What follows belongs to an exercise in optimizing a design on an open flow for small area, a short achievable clock period and few clock cycles per item; a production flow would make more cautious choices.
Power is estimated from default activity; no workload was simulated.

the previous run:
==> flow/design.v <==
`timescale 1ns/1ps
module froms_winner_policy(
	input         clock,
	input         nrst,
	input         start,
	input  [15:0] mybest,
	input  [15:0] besthop,
	input  [15:0] bestvalue,
	input  [15:0] bestneighborID,
	input  [15:0] MY_NODE_ID,
	input  [15:0] epsilon_step,
	input  [15:0] mem_rdata,
	output [10:0] mem_addr,
	output [15:0] mem_wdata,
	output        mem_we,
	output [15:0] nexthop,
	output        done
);
	localparam [1:0] S_IDLE = 2'd0, S_W = 2'd1, S_C = 2'd2, S_T = 2'd3;
	function automatic [17:0] add17(input [16:0] a, input [16:0] b, input cin);
		reg [16:0] g, p;
		reg [17:0] c;
		integer i, l, j;
		begin
			g = a & b;
			p = a | b;
			for (l = 0; l < 5; l = l + 1)
				for (i = 0; i < 17; i = i + 1)
					if ((i >> l) & 1) begin
						j = ((i >> l) << l) - 1;
						g[i] = g[i] | (p[i] & g[j]);
						p[i] = p[i] & p[j];
					end
			c[0] = cin;
			for (i = 0; i < 17; i = i + 1) c[i+1] = g[i] | (p[i] & cin);
			add17 = {c[17], a ^ (b ^ c[16:0])};
		end
	endfunction
	function automatic lt17(input [16:0] a, input [16:0] b);
		reg [16:0] l, g;
		integer i, k, j;
		begin
			l = ~a & b;
			g = a & ~b;
			for (k = 0; k < 5; k = k + 1)
				for (i = 0; i < 17; i = i + 1)
					if ((i >> k) & 1) begin
						j = ((i >> k) << k) - 1;
						l[i] = l[i] | (~g[i] & l[j]);
						g[i] = g[i] | (~l[i] & g[j]);
					end
			lt17 = l[16];
		end
	endfunction
	reg [1:0]  state;
	reg        done_r;
	reg [15:0] lfsr;
	reg [15:0] nh;
	wire idle = (state == S_IDLE);
	wire go   = start & idle;
	wire [15:0] eps = mem_rdata;
	wire explore = (|eps[15:4]) | lt17({13'b0, lfsr[3:0]}, {13'b0, eps[3:0]});
	wire [17:0] eps_sum = add17({1'b0, eps}, {1'b0, ~epsilon_step}, 1'b1);
	wire [15:0] eps_new = eps_sum[15:0] & {16{eps_sum[16]}};
	wire [17:0] d_sum = add17({1'b0, mybest}, {1'b1, ~bestvalue}, 1'b1);
	wire [16:0] D = d_sum[16:0];
	wire Dneg  = D[16];
	wire Dzero = ~|D;
	wire Dpos  = ~Dneg & ~Dzero;
	wire [17:0] t66 = add17({7'b0, mybest[9:0]}, {7'b0, mybest[14:5]}, 1'b0);
	wire t66c  = t66[10];
	wire [17:0] phi_sum = add17({11'b0, mybest[15:10]}, {16'b0, mybest[15]}, t66c);
	wire [6:0] phi = phi_sum[6:0];
	wire c1 = Dpos & ((|D[15:7]) | lt17({10'b0, phi}, {10'b0, D[6:0]}));
	wire nz = |mybest[10:0];
	wire [17:0] k_sum = add17({12'b0, mybest[15:11]}, 17'b0, nz);
	wire [5:0] k = k_sum[5:0];
	wire [17:0] s7_sum = add17({10'b0, D[6:0]}, {11'b0, k}, 1'b0);
	wire [6:0] s7 = s7_sum[6:0];
	wire c3_nowrap = Dpos | (Dzero & (|mybest)) | (&D[16:6] & ~s7[6] & |s7[5:0]);
	wire c3_wrap = ~Dneg & (&D[15:5]) & (|D[4:0]);
	wire wrap = (&mybest[15:5]) & (|mybest[4:0]);
	wire c3 = wrap ? c3_wrap : c3_nowrap;
	wire take_best = c1 | (c3 & (bestneighborID != MY_NODE_ID));
	wire [15:0] exploit_hop = take_best ? besthop : 16'd301;
	wire [3:0] w = lfsr[4:1];
	wire [15:0] cnt = mem_rdata;
	wire [3:0] idx = (|cnt[15:4]) ? w : (w % cnt[3:0]);
	wire fb = ~(lfsr[15] ^ lfsr[14] ^ lfsr[12] ^ lfsr[3]);
	always @(posedge clock) begin
		if (!nrst) begin
			state  <= S_IDLE;
			done_r <= 1'b0;
			lfsr   <= 16'd5;
		end else begin
			if (go | (state == S_W))
				lfsr <= {lfsr[14:0], fb};
			case (state)
				S_IDLE: if (start) begin
					if (explore) begin
						state  <= S_W;
						done_r <= 1'b0;
					end else begin
						done_r <= 1'b1;
					end
				end
				S_W: state <= S_C;
				S_C: state <= S_T;
				S_T: begin
					state  <= S_IDLE;
					done_r <= 1'b1;
				end
			endcase
		end
	end
	always @(posedge clock) begin
		if (go)
			nh <= explore ? eps_new : exploit_hop;
		else if (state == S_C)
			nh <= {mem_rdata[15:4], idx};
		else if (state == S_T)
			nh <= mem_rdata;
	end
	assign mem_addr  = (state == S_C) ? 11'h68C :
	                   (state == S_T) ? (11'h668 + {6'b0, nh[3:0], 1'b0}) : 11'h004;
	assign mem_we    = (state == S_W);
	assign mem_wdata = nh;
	assign nexthop   = nh;
	assign done      = done_r;
endmodule
Settings: LEC_CHECK=0, CAP_MARGIN=20, CORE_MARGIN=2, CORE_UTILIZATION=40, PLACE_DENSITY=0.6, SLEW_MARGIN=20; clock period 10.0 ns.
standard.sh (not shown) runs the stock make flow with config.mk's settings and CLKGATE_MAP_FILE= SYNTH_SCRIPT=/design/flow/synth_recipe.tcl, a recipe that flattens the netlist after the stock synthesis.
==> flow/flow/run.sh <==
#!/bin/bash
set -euo pipefail
bash standard.sh BUFFER_PORTS_ARGS="-buffer_cell sky130_fd_sc_hd__buf_1" finish > standard.log 2>&1
Input changes introduced in the current run (baseline for comparison: the previous run):
- SETUP_SLACK_MARGIN newly set to 5
==> summary.txt <==
Summary of the current run over the previous run: sum of net half-perimeters after detailed placement decreased by 0.84% relative to the old numbers; sum of buffers and inverters on the critical path lower; clock power saw an increase; number of fillers in the final layout fell by 57. Power delta (the current run − the previous run): unfavourable. Sum of routed wire length over all layers (higher): the current run. Met1 wire length, the current run vs the previous run: up by a few percent. Status: required time of the worst setup path parity (the current run, the previous run). Clock buffer count from CTS: the current run vs the previous run — no meaningful difference. As far as total of buffers placed on input and output ports goes, the previous run and the current run are indistinguishable; the numbers are identical.
No run of this note included a check of the RTL's function; only the layout flow was run.

-- port drivers added, routing unchanged --
How much do the figures lean on ideal ports? The routed layouts below were timed once more, with nothing changed but the port constraints.
Step 1: set_driving_cell puts a clkbuf_16 on clock and a buf_2 on each other input, an assumption about the parent block.
Step 2 also shifts input and output timing later by t, the mid clock arrival at the registers, as if the neighbouring blocks saw the same clock.
a / b / c = ideal / step 1 / step 2; a / b = the first two.
run | t (ns) | setup slack, ns | hold WS [ns] | worst setup path at the end | clock arrival spread, ns
the previous run | 0.315 | 3.251 / 3.256 / 2.942 | 0.464 / 0.464 / 0.464 | input to register | 0.005 / 0.005
the current run | 0.320 | 4.037 / 4.025 / 3.706 | 0.467 / 0.467 / 0.467 | input to register | 0.006 / 0.007
After both steps every run listed still meets setup and hold. The setup slack of the current run, which loses most, moves by -0.012 ns with the drivers and by -0.331 ns with both steps.
